This is an optimization exercise on Yosys and OpenROAD, whose aim is small area and a short achievable clock period, not a production implementation. RTL that was checked went through simulation tests only; none was proved equivalent to the original. Power is estimated from default activity; no workload was simulated.

## the previous run
==> flow/design.v <==
module UART_TRANSMITTER(
    input clock_i,
    input reset_n_i,
    input [7:0] data_i,
    input data_write_i,
    input [5:0] data_buffer_full_tresh_i,
    input [1:0] baudrate_select_i,
    output data_buffer_full_o,
    output uart_tx_o
    );
localparam PARITY = 4'd0;
localparam STOP   = 4'd1;
localparam IDLE   = 4'd2;
localparam START  = 4'd3;
reg [5:0] count;
reg [7:0] mem [0:31];      
reg [6:0] baud;
reg [3:0] state;
reg       parity;
reg       tx;
reg [4:0] count_n;
FULL_FLAG full_flag(
    .c5(count[5]),
    .nc(count_n),
    .th(data_buffer_full_tresh_i),
    .full(data_buffer_full_o)
    );
wire wr = data_write_i & ~data_buffer_full_o;
wire tick;
TICK_SEL tick_sel(.baud(baud), .sel(baudrate_select_i), .tick(tick));
wire rd = tick & (state == STOP);
wire empty = (count == 6'd0);
wire [5:0] count_next;
COUNT_NEXT count_step(.count(count), .wr(wr), .rd(rd), .next(count_next));
wire [6:0] baud_up;
genvar k;
generate
for (k = 0; k < 7; k = k + 1) begin : bu
    if (k == 0) begin : b0
        assign baud_up[k] = ~baud[k];
    end else begin : bk
        assign baud_up[k] = baud[k] ^ (&baud[k-1:0]);
    end
end
endgenerate
integer i;
always @(posedge clock_i) begin
    if (wr) begin
        mem[1] <= data_i;
        for (i = 2; i < 32; i = i + 1)
            mem[i] <= mem[i-1];
        mem[0] <= mem[31];
    end
end
wire [31:0] entry_sel;
DECODE32 decode(.a(count[4:0]), .y(entry_sel));
reg [7:0] oldest;
wire [7:0] oldest_next;
genvar g, h;
generate
for (h = 0; h < 8; h = h + 1) begin : rb
    wire [31:0] column;
    for (g = 0; g < 32; g = g + 1) begin : cl
        assign column[g] = mem[g][h];
    end
    SELECT32 select(.d(column), .s(entry_sel), .y(oldest_next[h]));
end
endgenerate
always @(posedge clock_i)
    oldest <= oldest_next;
wire bit_now = oldest[state[2:0]];
always @(posedge clock_i) begin
    if (~reset_n_i) begin
        count <= 6'd0;
        count_n <= 5'h1f;
        baud <= 7'd0;
        state <= IDLE;
        tx <= 1'b1;
    end else begin
        count <= count_next;
        count_n <= ~count_next[4:0];
        baud <= baud_up;
        if (tick & (state != IDLE | ~empty))
            state <= (state == START) ? 4'd8 : state + 4'd1;
        tx <= state[3] ? bit_now : (state == PARITY) ? parity : (state != START);
    end
end
always @(posedge clock_i) begin
    if (state == START)
        parity <= 1'b0;
    else if (tick & state[3])
        parity <= parity ^ bit_now;
end
assign uart_tx_o = tx;
endmodule
module DECODE32(
    input [4:0] a,
    output [31:0] y
    );
assign y = 32'd1 << a;
endmodule
module SELECT32(
    input [31:0] d,
    input [31:0] s,
    output y
    );
assign y = |(d & s);
endmodule
module FULL_FLAG(
    input c5,
    input [4:0] nc,
    input [5:0] th,
    output full
    );
wire [4:0] ng, np;
CMP_GP gp(.t(th[4:0]), .nc(nc), .ng(ng), .np(np));
CMP_TREE tree(.ng(ng), .np(np), .c5(c5), .t5(th[5]), .full(full));
endmodule
module CMP_GP(
    input [4:0] t,
    input [4:0] nc,
    output [4:0] ng,
    output [4:0] np
    );
assign ng = ~(t & nc);
assign np = ~(t | nc);
endmodule
module CMP_TREE(
    input [4:0] ng,
    input [4:0] np,
    input c5,
    input t5,
    output full
    );
wire [4:0] g = ~ng;
wire [4:0] p = ~np;
wire gt = g[4]
        | (p[4] & g[3])
        | (p[4] & p[3] & g[2])
        | (p[4] & p[3] & p[2] & g[1])
        | (p[4] & p[3] & p[2] & p[1] & g[0]);
assign full = c5 | (~t5 & ~gt);
endmodule
module TICK_SEL(
    input [6:0] baud,
    input [1:0] sel,
    output tick
    );
wire a4 = &baud[3:0];
wire a5 = a4 & baud[4];
wire a6 = a5 & baud[5];
wire a7 = a6 & baud[6];
assign tick = sel[1] ? (sel[0] ? a7 : a6) : (sel[0] ? a5 : a4);
endmodule
module COUNT_NEXT(
    input [5:0] count,
    input wr,
    input rd,
    output [5:0] next
    );
wire [5:0] cu, cd;
COUNT_CARRY carry(.count(count), .cu(cu), .cd(cd));
COUNT_PICK pick(.count(count), .cu(cu), .cd(cd), .wr(wr), .rd(rd), .next(next));
endmodule
module COUNT_CARRY(
    input [5:0] count,
    output [5:0] cu,
    output [5:0] cd
    );
genvar k;
generate
for (k = 0; k < 6; k = k + 1) begin : ud
    if (k == 0) begin : b0
        assign cu[k] = 1'b1;
        assign cd[k] = 1'b1;
    end else begin : bk
        assign cu[k] = &count[k-1:0];
        assign cd[k] = ~(|count[k-1:0]);
    end
end
endgenerate
endmodule
module COUNT_PICK(
    input [5:0] count,
    input [5:0] cu,
    input [5:0] cd,
    input wr,
    input rd,
    output [5:0] next
    );
wire inc = wr & ~rd;
wire dec = rd & ~wr;
assign next = count ^ ({6{inc}} & cu | {6{dec}} & cd);
endmodule
clock: 4.6 ns
lec_check: 0
cap_margin: 20
core_margin: 2
core_utilization: 60
cts_buf_list: sky130_fd_sc_hd__clkbuf_8 sky130_fd_sc_hd__clkbuf_16
cts_cluster_diameter: 60
cts_cluster_size: 24
setup_slack_margin: 2.2
slew_margin: 20
synth_hierarchical: 1
run.sh (not shown) runs the stock make flow with config.mk's settings and CLKGATE_MAP_FILE= SYNTH_SCRIPT=/design/flow/synth_recipe.tcl, a recipe that flattens the netlist after the stock synthesis.
> inputs changed (the previous run -> the current run)
- CTS_CLUSTER_SIZE removed (was 24)
- CTS_CLUSTER_DIAMETER removed (was 60)
- CTS_BUF_LIST changed from sky130_fd_sc_hd__clkbuf_8 sky130_fd_sc_hd__clkbuf_16 to sky130_fd_sc_hd__clkbuf_4 sky130_fd_sc_hd__clkbuf_8
Results
- Both conditions hold for the current run: the flow ran to the end and the final layout passed the timing, DRC and antenna checks.
- The current run vs. the previous run: post-route clock period utilization fell by 0.88 points, area added between synthesis and finish grew by 2.9 points, clock tree buffer count of the final layout higher, number of gates resized after CTS went up by 2.6%.
- From the previous run to the current run, number of failing hold endpoints at the final stage did not move at all.
- Higher initial DRC count was reported by the current run, not the previous run.
- Going from the previous run to the current run, number of signal-net buffers in the layout now sits higher; leakage dissipation increased by 0.16 nW relative to the old numbers; clock group share of total power climbed 5.3 points.
No functional check of the RTL was part of any run of this note.


UART_TRANSMITTER, a different RTL version from the one above (not shown whole).
For scale: roughly 620 cells after synthesis, ~21 I/O pins, roughly 11000 sq um of cells after synthesis.
clock: 4.6 ns
lec_check: 0
cap_margin: 20
core_margin: 2
core_utilization: 60
cts_buf_list: sky130_fd_sc_hd__clkbuf_16
cts_cluster_diameter: 70
cts_cluster_size: 32
setup_slack_margin: 2.3
slew_margin: 20
synth_hierarchical: 1
The starting point passed the timing, DRC and antenna checks.
==> next run, changes <==
==> flow/flow/run.sh (new file) <==
#!/bin/bash
# The standard layout, with plain buf_2 cells as the port buffers and
# timing repair free to resize cells across footprints.
set -o pipefail
bash standard.sh "BUFFER_PORTS_ARGS=-buffer_cell sky130_fd_sc_hd__buf_2" MATCH_CELL_FOOTPRINT=0 finish > standard_flow.log 2>&1
==> flow/standard.sh (new file) <==
#!/bin/bash
# synth_recipe.tcl (not shown) runs the flow's synth.tcl, then flattens the netlist and writes it again
# the make line also repeats each setting of config.mk as NAME=value (left out here)
make -C /OpenROAD-flow-scripts/flow DESIGN_CONFIG=/design/flow/config.mk WORK_HOME=/design/flow/orfs CLKGATE_MAP_FILE= SYNTH_SCRIPT=/design/flow/synth_recipe.tcl "${@:-finish}"
--- a/flow/config.mk
+++ b/flow/config.mk
@@ -11,3 +11,3 @@
-export CTS_BUF_LIST = sky130_fd_sc_hd__clkbuf_16
-export CTS_CLUSTER_DIAMETER = 70
-export CTS_CLUSTER_SIZE = 32
+export CTS_BUF_LIST = sky130_fd_sc_hd__clkbuf_8 sky130_fd_sc_hd__clkbuf_16
+export CTS_CLUSTER_DIAMETER = 60
+export CTS_CLUSTER_SIZE = 24
removed: flow/run.sh
Result: The changed run finished with timing, DRC and antenna clean. Final area barely changes. Count of clock-buffer cells in the layout rose by 7. Worst setup slack improved by 0.020 ns. Global-route usage rose by 0.29 points. Non-clock buffer count fell by 6. Area after synthesis is unchanged. Via count is about the same.
==> next run, changes <==
==> flow/run.sh (new file) <==
#!/bin/bash
# synth_recipe.tcl (not shown) runs the flow's synth.tcl, then flattens the netlist and writes it again
# the make line also repeats each setting of config.mk as NAME=value (left out here)
make -C /OpenROAD-flow-scripts/flow DESIGN_CONFIG=/design/flow/config.mk WORK_HOME=/design/flow/orfs CLKGATE_MAP_FILE= SYNTH_SCRIPT=/design/flow/synth_recipe.tcl finish
removed: flow/flow/run.sh
removed: flow/standard.sh
What happened: The changed run completed with no timing, DRC or antenna violations; design area rose by 0.90%; non-clock buffer count rose by 3; count of clock-buffer cells in the layout fell by 3.


Another version of the RTL of UART_TRANSMITTER (not shown whole).
For scale: ~580 cells after synthesis, roughly 11000 µm² of cells after synthesis.
==> flow/design.v (excerpt) <==
module UART_TRANSMITTER(
    input clock_i,
    input reset_n_i,
    input [7:0] data_i,
    input data_write_i,
    input [5:0] data_buffer_full_tresh_i,
    input [1:0] baudrate_select_i,
    output data_buffer_full_o,
    output uart_tx_o
    );
localparam PARITY = 4'd0;
localparam STOP   = 4'd1;
localparam IDLE   = 4'd2;
localparam START  = 4'd3;
reg [5:0] count;
reg [7:0] mem [0:31];      
reg [6:0] baud;
reg [3:0] state;
reg       parity;
reg       tx;
wire [5:0] th = data_buffer_full_tresh_i;
assign data_buffer_full_o = count[5] | (~th[5] & (count[4:0] >= th[4:0]));
wire wr = data_write_i & ~data_buffer_full_o;
reg tick;
always @(*) begin
    case (baudrate_select_i)
        2'b00: tick = &baud[3:0];
        2'b01: tick = &baud[4:0];
        2'b10: tick = &baud[5:0];
        default: tick = &baud[6:0];
    endcase
end
wire rd = tick & (state == STOP);
wire empty = (count == 6'd0);
integer i;
always @(posedge clock_i) begin
    if (wr) begin
        mem[1] <= data_i;
        for (i = 2; i < 32; i = i + 1)
            mem[i] <= mem[i-1];
        mem[0] <= mem[31];
    end
end
wire [255:0] flat;
genvar g;
generate for (g = 0; g < 32; g = g + 1) begin : fl
    assign flat[g*8 +: 8] = mem[g];
end endgenerate
wire [7:0] sel = {count[4:0], state[2:0]};
wire [127:0] l1; wire [63:0] l2; wire [31:0] l3; wire [15:0] l4;
wire [7:0] l5; wire [3:0] l6; wire [1:0] l7;
generate
for (g = 0; g < 128; g = g + 1) begin : m1 assign l1[g] = sel[0] ? flat[2*g+1] : flat[2*g]; end
  ...
clock: 4.6 ns
lec_check: 0
cap_margin: 20
core_margin: 2
core_utilization: 60
setup_slack_margin: 1.2
slew_margin: 20
Stock flow here: none of the scripts above is used.
Next try:
Settings changed: SETUP_SLACK_MARGIN 1.2 to 2.0.
What happened: Synthesized cell count is unchanged; total power went up by 6.3%; sequential share of layout area went down by 2.3 points.
No run of this note included a check of the RTL's function; only the layout flow was run.


Another version of the RTL of UART_TRANSMITTER (not shown whole).
Size: roughly 470 cells after synthesis, ~280 flip-flops, roughly 21 I/O pins, ~11000 um2 of cells after synthesis.
Settings: LEC_CHECK=0, CAP_MARGIN=20, CORE_MARGIN=2, CORE_UTILIZATION=60, SETUP_SLACK_MARGIN=2.0, SLEW_MARGIN=20, SYNTH_HIERARCHICAL=1, TNS_END_PERCENT=20; clock period 4.6 ns.
The baseline finished clean.
Then changed:
Settings changed: CTS_BUF_LIST from default to sky130_fd_sc_hd__clkbuf_4 sky130_fd_sc_hd__clkbuf_8.
After rerunning:
- first-iteration DRC count drops by 8.2%
- power fell by 6.4%
- worst setup slack improved by 19 ps
- combinational power rises by about 0.6%
- wire length increases by 0.67%
- cell area went down by 1.2%
- count of clock-buffer cells in the layout grows by 32
- hold slack gets worse by 6.3 ps
- die area is unchanged
- global-route usage rises by 0.42 points
No run of this note included a check of the RTL's function; only the layout flow was run.


== try-harbor ==
UART_TRANSMITTER, a different RTL version from the one above (not shown whole).
Size in the first run: roughly 570 cells after synthesis, ~290 flip-flops, roughly 21 I/O pins, about 10000 um^2 of cells after synthesis.
## UART_TRANSMITTER
module UART_TRANSMITTER(
    input clock_i,
    input reset_n_i,
    input [7:0] data_i,
    input data_write_i,
    input [5:0] data_buffer_full_tresh_i,
    input [1:0] baudrate_select_i,
    output data_buffer_full_o,
    output uart_tx_o
    );
localparam PARITY = 4'd0;
localparam STOP   = 4'd1;
localparam IDLE   = 4'd2;
localparam START  = 4'd3;
reg [5:0] count;
reg [7:0] mem [0:31];      
reg [6:0] baud;
reg [3:0] state;
reg       parity;
reg       tx;
reg [5:0] count_n;
FULL_FLAG full_flag(
    .nc(count_n),
    .th(data_buffer_full_tresh_i),
    .full(data_buffer_full_o)
    );
wire wr = data_write_i & ~data_buffer_full_o;
wire tick;
TICK_SEL tick_sel(.baud(baud), .sel(baudrate_select_i), .tick(tick));
wire rd = tick & (state == STOP);
wire empty = (count == 6'd0);
wire [5:0] count_next;
COUNT_NEXT count_step(.count(count), .wr(wr), .rd(rd), .next(count_next));
wire [6:0] baud_up;
genvar k;
generate
for (k = 0; k < 7; k = k + 1) begin : bu
    if (k == 0) begin : b0
        assign baud_up[k] = ~baud[k];
    end else begin : bk
        assign baud_up[k] = baud[k] ^ (&baud[k-1:0]);
    end
end
endgenerate
integer i;
always @(posedge clock_i) begin
    if (wr) begin
        mem[1] <= data_i;
  ...
Settings: LEC_CHECK=0, CAP_MARGIN=20, CORE_MARGIN=2, CORE_UTILIZATION=60, CTS_BUF_LIST=sky130_fd_sc_hd__clkbuf_16, CTS_CLUSTER_DIAMETER=65, CTS_CLUSTER_SIZE=28, SETUP_SLACK_MARGIN=2.4, SLEW_MARGIN=20, SYNTH_HIERARCHICAL=1; clock period 4.6 ns.
standard.sh (not shown) runs the stock make flow with config.mk's settings and CLKGATE_MAP_FILE= SYNTH_SCRIPT=/design/flow/synth_recipe.tcl, a recipe that flattens the netlist after the stock synthesis.
==> flow/flow/run.sh <==
#!/bin/bash
# The standard layout, with plain buf_2 cells as the port buffers and
# timing repair free to resize cells across footprints.
set -o pipefail
bash standard.sh "BUFFER_PORTS_ARGS=-buffer_cell sky130_fd_sc_hd__buf_2" MATCH_CELL_FOOTPRINT=0 finish > standard_flow.log 2>&1
try-harbor was carried through to the last stage, and its layout satisfied the timing, DRC and antenna checks.
### try-harbor -> try-willow
- swapping 2.4 for 2.3 in SETUP_SLACK_MARGIN
- swapping 60 for 75 in CORE_UTILIZATION
Findings:
- try-willow: done, clean on timing, DRC and antenna
- try-willow vs try-harbor: number of global-route vias before repair down slightly
- Die area was higher in the run labelled try-harbor.
- Compared with try-harbor, in try-willow share of power burned in the clock network lower; clock period minus worst slack higher; final-layout clock buffer total lower; horizontal die dimension lower.
- Compared with try-harbor, total wirelength of the detailed-routed design in try-willow decreased slightly.
- Cell count after placement of try-willow falls short of that of try-harbor by a few percent.
- Sequential share of layout area ends up higher on try-willow.
- Between try-willow and try-harbor, the register cell area after layout figures differ only marginally.
For try-sierra, these inputs were changed with respect to try-willow:
- a change of CORE_UTILIZATION from 75 to 60
- a change of CTS_BUF_LIST from sky130_fd_sc_hd__clkbuf_16 to sky130_fd_sc_hd__clkbuf_8 sky130_fd_sc_hd__clkbuf_16
- a change of CTS_CLUSTER_DIAMETER from 65 to 60
- a change of CTS_CLUSTER_SIZE from 28 to 24
==> flow/run.sh (new file) <==
#!/bin/bash
# synth_recipe.tcl (not shown) runs the flow's synth.tcl, then flattens the netlist and writes it again
# the make line also repeats each setting of config.mk as NAME=value (left out here)
make -C /OpenROAD-flow-scripts/flow DESIGN_CONFIG=/design/flow/config.mk WORK_HOME=/design/flow/orfs CLKGATE_MAP_FILE= SYNTH_SCRIPT=/design/flow/synth_recipe.tcl finish
removed: flow/flow/run.sh
removed: flow/standard.sh
Results
try-sierra finished all stages; the layout is clean.
try-willow reached the end of the flow, and the finished layout is clean on the timing, DRC and antenna checks.
try-sierra ends up with a total chip power that is 0.00029 W higher than in try-willow.
try-willow leaves less setup margin than try-sierra.
[compare] base=try-willow new=try-sierra: source-to-sink clock delay at the later pin of the worst-skew pair moved up; flip-flop and latch count about even; buffer count excluding the clock tree in the final layout moved up; met1 capacity usage during global routing moved down; cell count went up by 55.
Clock-buffer cell count: try-sierra higher than try-willow
In the metrics for try-sierra and try-willow, the one carrying the lower global-route total usage across every layer is try-sierra.
Relative to try-sierra, the following input files were edited for try-yarrow:
- swapping sky130_fd_sc_hd__clkbuf_8 sky130_fd_sc_hd__clkbuf_16 for sky130_fd_sc_hd__clkbuf_16 in CTS_BUF_LIST
- swapping 60 for 65 in CTS_CLUSTER_DIAMETER
- swapping 24 for 28 in CTS_CLUSTER_SIZE
==> flow/flow/run.sh (new file) <==
#!/bin/bash
# The standard layout, with plain buf_2 cells as the port buffers and
# timing repair free to resize cells across footprints.
set -o pipefail
bash standard.sh "BUFFER_PORTS_ARGS=-buffer_cell sky130_fd_sc_hd__buf_2" MATCH_CELL_FOOTPRINT=0 finish > standard_flow.log 2>&1
==> flow/standard.sh (new file) <==
#!/bin/bash
# synth_recipe.tcl (not shown) runs the flow's synth.tcl, then flattens the netlist and writes it again
# the make line also repeats each setting of config.mk as NAME=value (left out here)
make -C /OpenROAD-flow-scripts/flow DESIGN_CONFIG=/design/flow/config.mk WORK_HOME=/design/flow/orfs CLKGATE_MAP_FILE= SYNTH_SCRIPT=/design/flow/synth_recipe.tcl "${@:-finish}"
removed: flow/run.sh
Findings:
The met3 layer usage reported by global route was comparable across try-yarrow and try-sierra. Compared with try-sierra, in try-yarrow number of buffers inserted by post-CTS setup repair decreased by 2 relative to the old numbers; clock-buffer cell count decreased by 3 relative to the old numbers; reg2reg setup slack closely matched the old numbers; number of DRC violations after detailed-routing iteration 0 increased by 8.3% relative to the old numbers; met3 wire length decreased by 600 um relative to the old numbers. Setup slack: try-yarrow more than try-sierra. try-yarrow vs try-sierra — first-pass GRT wire length dropped about 1.8%. try-yarrow ended with less total power than try-sierra.

-- port drivers added, routing unchanged --
The results above use ideal ports. As a check the final layouts listed here were re-extracted and re-timed, cells and wires unchanged.
Step 1 assumes that a clkbuf_16 drives the clock port and a buf_2 every other input.
Step 2, shift: input delay + t, output delay - t, t = (earliest + latest rising clock arrival at the registers) / 2. This alone moves slack from input paths to output paths.
Slacks: ideal / step 1 / step 2; pairs: ideal / step 1.
| run | t (ns) | setup WS [ns] | worst setup path after step 2 |
|---|---|---|---|
| the previous run | 0.540 | 1.914 / 1.872 / 1.665 | input to register |
| the current run | 0.575 | 1.955 / 1.916 / 1.649 | input to register |
| the first run of note 2 | 0.542 | 2.006 / 1.981 / 1.802 | input to register |
| the second run of note 2 | 0.549 | 2.025 / 1.986 / 1.707 | input to register |
| the third run of note 2 | 0.548 | 2.044 / 2.017 / 1.903 | input to register |
| the first run of note 3 | 0.572 | 1.308 / 1.292 / 0.751 | input to register |
| the second run of note 3 | 0.568 | 1.403 / 1.414 / 0.846 | input to register |
| the first run of note 4 | 0.560 | 1.344 / 1.344 / 1.344 | register to register |
| the second run of note 4 | 0.564 | 1.363 / 1.363 / 1.333 | input to register |
| try-harbor | 0.539 | 2.016 / 1.984 / 1.797 | input to register |
| try-willow | 0.526 | 1.967 / 1.936 / 1.770 | input to register |
| try-sierra | 0.540 | 2.013 / 1.990 / 1.844 | input to register |
| try-yarrow | 0.531 | 2.032 / 1.994 / 1.873 | input to register |
After both steps setup and hold are still met in every run listed.
